Context: an optimization exercise on an open-source flow, tuned for small area, a short achievable clock period and few clock cycles. The choices shown serve that exercise and are no tape-out recipe. Power figures rest on the tool's default switching activity, not on a simulated workload.

Design mips32, start of the top module:
module mips32(
  input clk,
  input rst,
  output [9:0] imem_addr,
  input [31:0] imem_rdata,
  output [9:0] dmem_addr,
  output [31:0] dmem_wdata,
  output dmem_we,
  output dmem_re,
  input [31:0] dmem_rdata,
  output halted
);
clock: 8.0 ns
lec_check: 0
cap_margin: 20
core_margin: 2
core_utilization: 40
cts_cluster_diameter: 100
cts_cluster_size: 20
slew_margin: 20
standard.sh (not shown) runs the stock make flow with config.mk's settings and CLKGATE_MAP_FILE= SYNTH_SCRIPT=/design/flow/synth_recipe.tcl, a recipe that flattens the netlist after the stock synthesis.
==> flow/flow/run.sh <==
#!/bin/bash
# Layout flow: the standard flow's own layout (standard.sh, with the standard synthesis
# unchanged), run with plain buffers rather than delay cells on the ports
# and a deeper setup margin for the timing repair steps.
set -euo pipefail
export BUFFER_PORTS_ARGS="-buffer_cell sky130_fd_sc_hd__buf_4"
export SETUP_SLACK_MARGIN=5.3
bash standard.sh > standard.log 2>&1
Rerun with:
--- a/flow/design.v
+++ b/flow/design.v
@@ -10,28 +10,27 @@
   input [31:0] dmem_rdata,
   output halted
 );
   localparam NB = 4;       
   reg [9:0] fpc;           
   reg v_q, pred_q;         
   reg [9:0] pc_q;
   reg v_id, pred_id;       
-  reg bth_id;              
   reg [9:0] pc_id;
   reg [31:0] ir;
   reg [31:1] sa, sb;       
   reg [31:1] sa2, sb2;     
   reg stop;                
   reg halt_r;
   reg [NB-1:0] bt_v;
   reg [9:0] bt_pc [0:NB-1];
   reg [9:0] bt_tg [0:NB-1];
   reg [1:0] bt_ptr;
-  reg v_ex, ld_ex, st_ex, br_ex, bnez_ex, wr_ex, pred_ex, bth_ex;
+  reg v_ex, ld_ex, st_ex, br_ex, bnez_ex, wr_ex, pred_ex;
   reg f_arith, f_cin, f_slt, f_xor, f_and, f_or;
   reg [4:0] rd_ex;
   reg [31:0] Ax, Bx;
   reg [9:0] Tx;            
   reg [9:0] pc_ex;
   reg ld_mem, wr_mem, we_mem, re_mem;
   reg [4:0] rd_mem;
   reg [31:0] alu_mem, d_mem;
@@ -51,17 +50,17 @@
   wire [31:0] alux = ({32{f_arith}} & sum[31:0])
                    | ({32{f_slt}} & {31'd0, sum[32]})
                    | ({32{f_xor}} & lx)
                    | ({32{f_and}} & la)
                    | ({32{f_or}}  & lo);
   wire taken = bnez_ex ^ (opa == 32'd0);
   wire misp = v_ex & br_ex & (taken ^ pred_ex);
   wire [9:0] fix_pc = taken ? Tx : pc_ex + 10'd1;
-  wire bt_alloc = v_ex & br_ex & taken & ~bth_ex;
+  wire bt_alloc = v_ex & br_ex & taken & ~pred_ex;
   wire [5:0] op  = ir[31:26];
   wire [4:0] rd  = ir[25:21];
   wire [4:0] rs1 = ir[20:16];
   wire [4:0] rs2 = ir[15:11];
   wire [4:0] rsb = op[5] ? rd : rs2;       
   wire is_alu = ~op[5] & (op[3:0] <= 4'd5);
   wire is_ld  = (op == 6'b110000);
   wire is_st  = (op == 6'b110001);
@@ -112,27 +111,20 @@
   wire issue = v_id & ~stop & ~stall;      
   wire wr_id = (is_alu | is_ld) & (rd != 5'd0);
   wire ex_a_n  = issue & wr_id & (rd == rs1_in);
   wire ex_b_n  = issue & wr_id & (rd == rsb_in);
   wire mem_a_n = v_ex & wr_ex & (rd_ex == rs1_n);
   wire mem_b_n = v_ex & wr_ex & (rd_ex == rsb_n);
   wire wb_a_n  = wr_mem & (rd_mem == rs1_n);
   wire wb_b_n  = wr_mem & (rd_mem == rsb_n);
-  wire eqa_id = rd == rs1_in;
-  wire eqb_id = op_in[5] ? (rd == ir_in[25:21]) : (rd == ir_in[15:11]);
-  wire eqa_ex = rd_ex == rs1_in;
-  wire eqb_ex = op_in[5] ? (rd_ex == ir_in[25:21]) : (rd_ex == ir_in[15:11]);
-  wire hz_in = (issue & is_ld & wr_id & ((use_a_in & eqa_id) | (use_b_in & eqb_id))) |
-               (v_ex & ld_ex & wr_ex & ((use_a_in & eqa_ex) | (use_b_in & eqb_ex)));
-  wire hz_st = v_ex & ld_ex & wr_ex & ((use_a & (rd_ex == rs1)) | (use_b & (rd_ex == rsb)));
-  wire hz_n = stall ? hz_st : hz_in;
-  wire hold = ~stop & (stall ? v_id & hz_st : v_q & hz_in);
-  wire dec_tk = v_q & ~stall & ~pred_q & (op_in[5:1] == 5'b11010) & ir_in[15];
-  wire [9:0] dec_tg = pc_q + 10'd1 + ir_in[9:0];
+  wire hold;
+  wire hz_n = (is_ld & ((use_a_in & ex_a_n) | (use_b_in & ex_b_n))) |
+              (ld_ex & ((use_a_n & mem_a_n) | (use_b_n & mem_b_n)));
+  assign hold = hz_n & (stall ? v_id : v_q) & ~stop;
   wire imm_in = ~op_in[5] & op_in[4];
   wire imm_n = stall ? is_imm : imm_in;
   reg [31:1] sa_n, sb_n;
   always @(*)
     for (k = 1; k < 32; k = k + 1) begin
       sa_n[k] = (rs1_n == k);
       sb_n[k] = (rsb_n == k);
     end
@@ -148,18 +140,18 @@
       wr_mem <= 1'b0;
       we_mem <= 1'b0;
       re_mem <= 1'b0;
       wr_wb <= 1'b0;
       bt_v <= {NB{1'b0}};
       bt_ptr <= 2'd0;
     end
     else begin
-      fpc <= misp ? fix_pc : dec_tk ? dec_tg : hold ? fpc : bt_next;
-      v_q <= ~misp & ~dec_tk;
+      fpc <= misp ? fix_pc : hold ? fpc : bt_next;
+      v_q <= ~misp;
       if (misp) v_id <= 1'b0;
       else if (~stall) v_id <= v_q;
       if (live & ~stall & is_hlt) stop <= 1'b1;
       halt_r <= stop;
       v_ex <= live & ~stall & use_a;
       wr_mem <= v_ex & wr_ex;
       we_mem <= v_ex & st_ex;
       re_mem <= v_ex & ld_ex;
@@ -191,29 +183,27 @@
     sb <= sb_n;
     sa2 <= sa_n;
     sb2 <= sb_n;
     pc_q <= fpc;
     pred_q <= bt_hit;
     if (~stall) begin
       ir <= ir_in;
       pc_id <= pc_q;
-      pred_id <= pred_q | dec_tk;
-      bth_id <= pred_q;
+      pred_id <= pred_q;
     end
     if (bt_alloc) begin
       bt_pc[bt_ptr] <= pc_ex;
       bt_tg[bt_ptr] <= Tx;
     end
     ld_ex <= is_ld;
     st_ex <= is_st;
     br_ex <= is_br;
     bnez_ex <= op[0];
     pred_ex <= pred_id;
-    bth_ex <= bth_id;
     pc_ex <= pc_id;
     wr_ex <= wr_id;
     rd_ex <= rd;
     f_arith <= ~op[5] & ((op[3:0] == 4'd0) | (op[3:0] == 4'd1));
     f_cin <= ~op[5] & (op[3:0] == 4'd1);
     f_xor <= ~op[5] & (op[3:0] == 4'd2);
     f_and <= ~op[5] & (op[3:0] == 4'd3);
     f_or  <= ~op[5] & (op[3:0] == 4'd4);
What happened: Clock-buffer cell count drops by 1. Clock power drops by about 0.9%. Routed wire length is higher by 1.6%. Power fell by 0.49%. Worst setup slack gains 0.28 ns. Worst hold slack stays flat. Core utilization went down by 0.20 points.
No functional check of the RTL was part of any run of this note.

-- re-timing with driven ports --
The results above use ideal ports. As a check the final layouts listed here were re-extracted and re-timed, cells and wires unchanged.
Step 1 assumes that a clkbuf_16 drives the clock port and a buf_2 every other input.
Step 2 adds t to the input delays and takes it off the output delays; t is the mean of the earliest and latest rising clock arrival at the registers after step 1. Input paths then give back, and output paths get back, about the clock's delay inside the block.
a / b / c = ideal ports / drivers / drivers and shift; a / b = the first two.
run | t, ns | setup slack, ns | pins driven straight from the clock port
the first run | 0.803 | 4.766 / 4.766 / 4.097 | 1
the second run | 0.813 | 5.051 / 4.967 / 4.248 | 1
After both steps setup and hold are still met in every run listed. For the second run, which loses most, drivers alone change the setup slack by -0.084 ns; drivers and shift together by -0.803 ns.
